This design comes from an exercise in tuning for small area on the open sky130 flow, not from production work.
At most, simulation tests tie the RTL to the original design; equivalence was not proved.
No driver is modelled on the clock port, so clock power and skew are understated where the tree is cut down; a real chip needs a root buffer or a tree.
Power and IR drop assume default switching activity.

// digital_lock
module digital_lock #(
	parameter	width = 4,
	parameter	tick_cycles = 250
)(
	input				clock,
	input				reset,
	input		[3:0]	key,
	output	reg	[6:0]	HEX0,
	output	reg	[6:0]	HEX1,
	output	reg	[6:0]	HEX2,
	output	reg	[6:0]	HEX3,
	output	reg	[6:0]	HEX4,
	output	reg	[6:0]	HEX5,
	output	reg			LOCK_STATE,
	output	reg			UNLOCK_STATE,
	output	reg			ORIGIN_STATE,
	output	reg			SECOND_STATE,
	output	reg			THIRD_STATE
);
localparam	UNLOCKED	= 3'b000;
localparam	UNLOCKED_ERR	= 3'b001;
localparam	LOCKED	= 3'b101;
localparam	LOCKING	= 3'b011;
localparam	ORIGIN	= 3'b100;
localparam	UNLOCKING	= 3'b111;
localparam	SECOND	= 3'b010;
localparam	THIRD	= 3'b110;
localparam	C0 = 3'b111;
localparam	C1 = 3'b000;
localparam	C2 = 3'b010;
localparam	C3 = 3'b110;
localparam	C4 = 3'b011;
localparam	C5 = 3'b100;
localparam	C6 = 3'b001;
localparam	C7 = 3'b101;
localparam	D0 = 2'b00;
localparam	D1 = 2'b01;
localparam	D2 = 2'b11;
localparam	D3 = 2'b10;
reg	[2:0]	state;
reg	[3:0]	key_last;
reg	[7:0]	counter;
reg	[2:0]	t_h;
reg	[2:0]	cnt_o, cnt_b;	 
reg	[7:0]	pw_o, pw_b;		 
reg			t_e;
reg	[3:0]	shown;			 
wire	[3:0]	press = key_last & ~key;
wire			any_press = |press;
wire	[1:0]	digit = press[0] ? D0 : press[1] ? D1 : press[2] ? D2 : D3;
wire			tick = counter[7] & counter[6] & counter[5] & counter[4] & counter[3] & ~counter[1] & ~counter[0];
wire			in_o = (state[2] & ~state[1] & ~state[0]);
wire			in_b = (state[1] & ~state[0]);
wire			in_entry = (state[2] & ~state[0]) | (state[1] & ~state[0]);
wire			sel_b = (state[1]);
wire			in_s = (~state[2] & state[1] & ~state[0]);
wire	[2:0]	cnt = sel_b ? cnt_b : cnt_o;
wire			confirm = (cnt == C4) & press[1];
wire			timeout = (~t_h[2] & ~t_h[0]);
  ...
==> module digital_lock, before the edit <==
module digital_lock #(
	parameter	width = 4,
	parameter	tick_cycles = 250
)(
	input				clock,
	input				reset,
	input		[3:0]	key,
	output	reg	[6:0]	HEX0,
	output	reg	[6:0]	HEX1,
	output	reg	[6:0]	HEX2,
	output	reg	[6:0]	HEX3,
	output	reg	[6:0]	HEX4,
	output	reg	[6:0]	HEX5,
	output	reg			LOCK_STATE,
	output	reg			UNLOCK_STATE,
	output	reg			ORIGIN_STATE,
	output	reg			SECOND_STATE,
	output	reg			THIRD_STATE
);
localparam	UNLOCKED	= 3'b000;
localparam	UNLOCKED_ERR	= 3'b001;
localparam	LOCKED	= 3'b101;
localparam	LOCKING	= 3'b011;
localparam	ORIGIN	= 3'b100;
localparam	UNLOCKING	= 3'b111;
localparam	SECOND	= 3'b010;
localparam	THIRD	= 3'b110;
localparam	C0 = 3'b111;
localparam	C1 = 3'b000;
localparam	C2 = 3'b010;
localparam	C3 = 3'b110;
localparam	C4 = 3'b011;
localparam	C5 = 3'b100;
localparam	C6 = 3'b001;
localparam	C7 = 3'b101;
localparam	D0 = 2'b00;
localparam	D1 = 2'b01;
localparam	D2 = 2'b11;
localparam	D3 = 2'b10;
reg	[2:0]	state;
reg	[3:0]	key_last;
reg	[7:0]	counter;
reg	[2:0]	t_h;
reg	[2:0]	cnt_o, cnt_b;	 
reg	[7:0]	pw_o, pw_b;		 
reg			t_e;
reg	[3:0]	shown;			 
wire	[3:0]	press = key_last & ~key;
wire			any_press = |press;
wire	[1:0]	digit = press[0] ? D0 : press[1] ? D1 : press[2] ? D2 : D3;
wire			tick = counter[7] & counter[6] & counter[5] & counter[4] & counter[3] & ~counter[1] & ~counter[0];
wire			in_o = (state[2] & ~state[1] & ~state[0]);
wire			in_b = (state[1] & ~state[0]);
wire			in_entry = (state[2] & ~state[0]) | (state[1] & ~state[0]);
wire			sel_b = (state[1]);
wire			in_s = (~state[2] & state[1] & ~state[0]);
wire	[2:0]	cnt = sel_b ? cnt_b : cnt_o;
wire			confirm = (cnt == C4) & press[1];
wire			timeout = (~t_h[2] & ~t_h[0]);
wire			enter = ~confirm & ~timeout & any_press;	 
wire			show = ~timeout & ~any_press;				 
reg		[2:0]	cnt_next;
always @(*)
	case (cnt)
		C0:	cnt_next = C1;
		C1:	cnt_next = C2;
		C2:	cnt_next = C3;
		C3:	cnt_next = C4;
		C4:	cnt_next = C5;
		C5:	cnt_next = C6;
		default:	cnt_next = C7;
	endcase
wire	[3:0]	wpos = {cnt == C3, cnt == C2, cnt == C1, cnt == C0};
wire	[3:0]	spos = {cnt == C4, cnt == C3, cnt == C2, cnt == C1};
wire	[7:0]	pw_shown = ORIGIN_STATE ? pw_o : pw_b;
wire			match = (pw_shown == pw_o);
integer k;
always @(posedge clock) begin
	key_last	<= key;
	if (!reset) begin
		cnt_o	<= C0;
		cnt_b	<= C0;
	end
	else if (confirm) begin
		if (in_o) cnt_o <= C0;
		if (in_b) cnt_b <= C0;
	end
	else if (enter) begin
		if (in_o) cnt_o <= cnt_next;
		if (in_b) cnt_b <= cnt_next;
	end
	for (k = 0; k < 4; k = k + 1)
		if (enter & wpos[k]) begin
			if (in_o) pw_o[2*k +: 2] <= digit;
			if (in_b) pw_b[2*k +: 2] <= digit;
		end
	if (!in_entry | confirm)
		t_h		<= 3'b100;
	else if (tick)
		t_h		<= {t_h[1:0], ~(t_h[0] & t_h[2])};
	if (!reset | tick)
		counter	<= 8'd0;
	else
		counter	<= {counter[6:0], counter[7] ^ (~(counter[0] & counter[4]))};
	if (!in_entry | confirm | (show & (cnt == C7)))
		shown	<= 4'b0000;
	else if (show)
		shown	<= shown | spos;
	LOCK_STATE		<= !reset | (state[2] & ~state[1] & state[0]);
	UNLOCK_STATE	<= !reset | (~state[2] & ~state[1]);
	ORIGIN_STATE	<= !reset | (state[2] & ~state[1] & ~state[0]);
	SECOND_STATE	<= !reset | (~state[2] & state[1]);
	THIRD_STATE		<= !reset | (state[2] & state[1]);
	if (!reset) begin
		state	<= UNLOCKED;
		t_e		<= 1'b0;
	end
	else case (state)
		UNLOCKED, UNLOCKED_ERR: if (press[0])
			state	<= ORIGIN;
		LOCKED: if (press[3])
			state	<= THIRD;
		ORIGIN: if (confirm)
			state	<= SECOND;
		else if (timeout)
			state	<= UNLOCKED;
		SECOND: if (confirm)
			state	<= LOCKING;
		else if (timeout)
			state	<= UNLOCKED;
		THIRD: if (confirm)
			state	<= UNLOCKING;
		else if (timeout)
			state	<= LOCKED;
		LOCKING:
			state	<= match ? LOCKED : UNLOCKED_ERR;
		UNLOCKING: if (match)
			state	<= UNLOCKED;
		else begin
			state	<= LOCKED;
			t_e		<= 1'b1;
		end
	endcase
end
wire		m_u = UNLOCK_STATE & ((~state[2] & ~state[0]));	 
wire		m_lck = LOCK_STATE & ((~state[1]));	 
wire		m_e = (UNLOCK_STATE & ((state[0]))) | (m_lck & t_e);	 
wire		m_l = m_lck & ~t_e;								 
function [6:0] lit;
	input [1:0] x;
	case (x)
		D0: lit = ~7'b1111001;
		D1: lit = ~7'b0100100;
		D2: lit = ~7'b0110000;
		D3: lit = ~7'b0011001;
	endcase
endfunction
wire	[6:0]	l5 = {7{shown[0]}} & lit(pw_shown[1:0]);
wire	[6:0]	l4 = {7{shown[1]}} & lit(pw_shown[3:2]);
wire	[6:0]	l3 = {7{shown[2]}} & lit(pw_shown[5:4]);
wire	[6:0]	l2 = {7{shown[3]}} & lit(pw_shown[7:6]);
wire			m_any = m_e | m_u | m_l;
always @(*) begin
	HEX5 = ~(l5 | {m_e, m_any, m_any, m_any, m_u, m_u, m_e});
	HEX4 = ~(l4 | {m_any, 1'b0, m_any, m_l, m_u | m_l, 1'b0, 1'b0});
	HEX3 = ~(l3 | {m_e | m_l, m_u, m_any, m_u | m_l, 1'b0, 1'b0, 1'b0});
	HEX2 = ~(l2 | {m_any, m_l, m_any, m_any, m_e | m_u, m_l, 1'b0});
	HEX1 = ~{m_e | m_u, 1'b0, m_e | m_u, m_u, 3'b000};
	HEX0 = ~{m_u, m_u, m_u, m_u, 1'b0, m_u, 1'b0};
end
endmodule
==> flow/config.mk <==
export PLATFORM = sky130hd
export DESIGN_NAME = digital_lock
export DESIGN_NICKNAME = digital_lock
export VERILOG_FILES = /design/flow/design.v
export SDC_FILE = /design/flow/constraint.sdc
export NUM_CORES = 4
export LEC_CHECK = 0
export CAP_MARGIN = 20
export CORE_MARGIN = 2
export CORE_UTILIZATION = 40
export SLEW_MARGIN = 20
==> flow/constraint.sdc <==
create_clock -name core_clock -period 10.0 [get_ports {clock}]
set_input_delay 2.0000 -clock core_clock [delete_from_list [all_inputs] [get_ports {clock}]]
set_output_delay 2.0000 -clock core_clock [all_outputs]
set_load 0.01 [all_outputs]
standard.sh (not shown) runs the stock make flow with config.mk's settings and CLKGATE_MAP_FILE= SYNTH_SCRIPT=/design/flow/synth_recipe.tcl, a recipe that flattens the netlist after the stock synthesis.
==> flow/flow/run.sh <==
#!/bin/bash
# Standard layout (the standard.sh on ORFS), with three changes:
#  - before global placement every logic cell gets the smallest drive
#    strength of its kind (flow/downsize.tcl); repair_design in the
#    placement step sizes up again where needed;
#  - the port buffers are the smallest buffer (sky130_fd_sc_hd__buf_1);
#  - the clock tree is a few sky130_fd_sc_hd__clkbuf_8, each at the centre
#    of a cluster of registers it drives, all driven by the clock port
#    (flow/cts_pre.tcl builds it before the CTS step and turns
#    clock_tree_synthesis into a no-op); the rest of the CTS step (timing
#    repair, legalisation) runs as usual.
# The tools' output goes to standard.log; ORFS keeps its per-step logs
# under orfs/logs.
set -uo pipefail
export BUFFER_PORTS_ARGS="-buffer_cell sky130_fd_sc_hd__buf_1"
export PRE_GLOBAL_PLACE_TCL="$PWD/flow/downsize.tcl"
export PRE_CTS_TCL="$PWD/flow/cts_pre.tcl"
bash standard.sh > standard.log 2>&1
Other scripts of this flow, unchanged in this note and not shown: flow/flow/cts_pre.tcl, flow/flow/downsize.tcl
The first run finished with timing, DRC and antenna clean.
Change:
--- a/flow/design.v
+++ b/flow/design.v
@@ -26,12 +26,12 @@
 localparam	SECOND	= 3'b010;
 localparam	THIRD	= 3'b110;
-localparam	C0 = 3'b111;
-localparam	C1 = 3'b000;
-localparam	C2 = 3'b010;
-localparam	C3 = 3'b110;
-localparam	C4 = 3'b011;
-localparam	C5 = 3'b100;
-localparam	C6 = 3'b001;
-localparam	C7 = 3'b101;
+localparam	C0 = 3'b000;
+localparam	C1 = 3'b001;
+localparam	C2 = 3'b100;
+localparam	C3 = 3'b101;
+localparam	C4 = 3'b110;
+localparam	C5 = 3'b011;
+localparam	C6 = 3'b010;
+localparam	C7 = 3'b111;
 localparam	D0 = 2'b00;
 localparam	D1 = 2'b01;
@@ -54,8 +54,7 @@
 wire			in_entry = (state[2] & ~state[0]) | (state[1] & ~state[0]);
 wire			sel_b = (state[1]);
-wire			in_s = (~state[2] & state[1] & ~state[0]);
 wire	[2:0]	cnt = sel_b ? cnt_b : cnt_o;
 wire			confirm = (cnt == C4) & press[1];
-wire			timeout = (~t_h[2] & ~t_h[0]);
+wire			timeout = ~t_h[2] & ~t_h[0];
 wire			enter = ~confirm & ~timeout & any_press;	 
 wire			show = ~timeout & ~any_press;				 
@@ -98,9 +97,9 @@
 		t_h		<= 3'b100;
 	else if (tick)
-		t_h		<= {t_h[1:0], ~(t_h[0] & t_h[2])};
+		t_h		<= {t_h[1:0], ~(t_h[2] & t_h[0])};
 	if (!reset | tick)
 		counter	<= 8'd0;
 	else
-		counter	<= {counter[6:0], counter[7] ^ (~(counter[0] & counter[4]))};
+		counter	<= {counter[6:0], counter[7] ^ ~(counter[4] & counter[0])};
 	if (!in_entry | confirm | (show & (cnt == C7)))
 		shown	<= 4'b0000;
Result: Final cell count decreases by 1.8%. Die area decreases by about 1.6%. Global-route usage increases by 0.36 points. Combinational power decreases by about 16%. Wire length decreases by 1.8%. Setup slack gains 0.20 ns. Register-to-register slack gains 0.45 ns. Power decreases by about 2.6%. Sequential share of layout area increases by 1.0 points.
Only the layout flow was run in the first run of this note; the RTL was not checked for function there. In every run of this note, the design's own scripts or RTL, not TritonCTS, make the clock network.

## static timing again, ports no longer ideal
How much do the figures lean on ideal ports? The routed layouts below were timed once more, with nothing changed but the port constraints.
Step 1 (the two cells are an assumption about what drives the block):
set clk [get_ports {clock}]
set_driving_cell -lib_cell sky130_fd_sc_hd__clkbuf_16 $clk
set_driving_cell -lib_cell sky130_fd_sc_hd__buf_2 [delete_from_list [all_inputs] $clk]
Step 2, shift: input delay + t, output delay - t, t = (earliest + latest rising clock arrival at the registers) / 2. This alone moves slack from input paths to output paths.
Slacks: ideal / step 1 / step 2; pairs: ideal / step 1.
| run | t, ns | slack for setup (ns) | hold slack, ns | clock arrival spread, ns | worst data-port slew with drivers (ns) |
|---|---|---|---|---|---|
| the first run | 0.204 | 5.879 / 5.826 / 6.029 | 0.472 / 0.472 / 0.472 | 0.028 / 0.027 | 0.03 |
| the second run | 0.205 | 6.078 / 6.026 / 6.230 | 0.475 / 0.475 / 0.475 | 0.013 / 0.013 | 0.03 |
After both steps setup and hold are still met in every run listed.
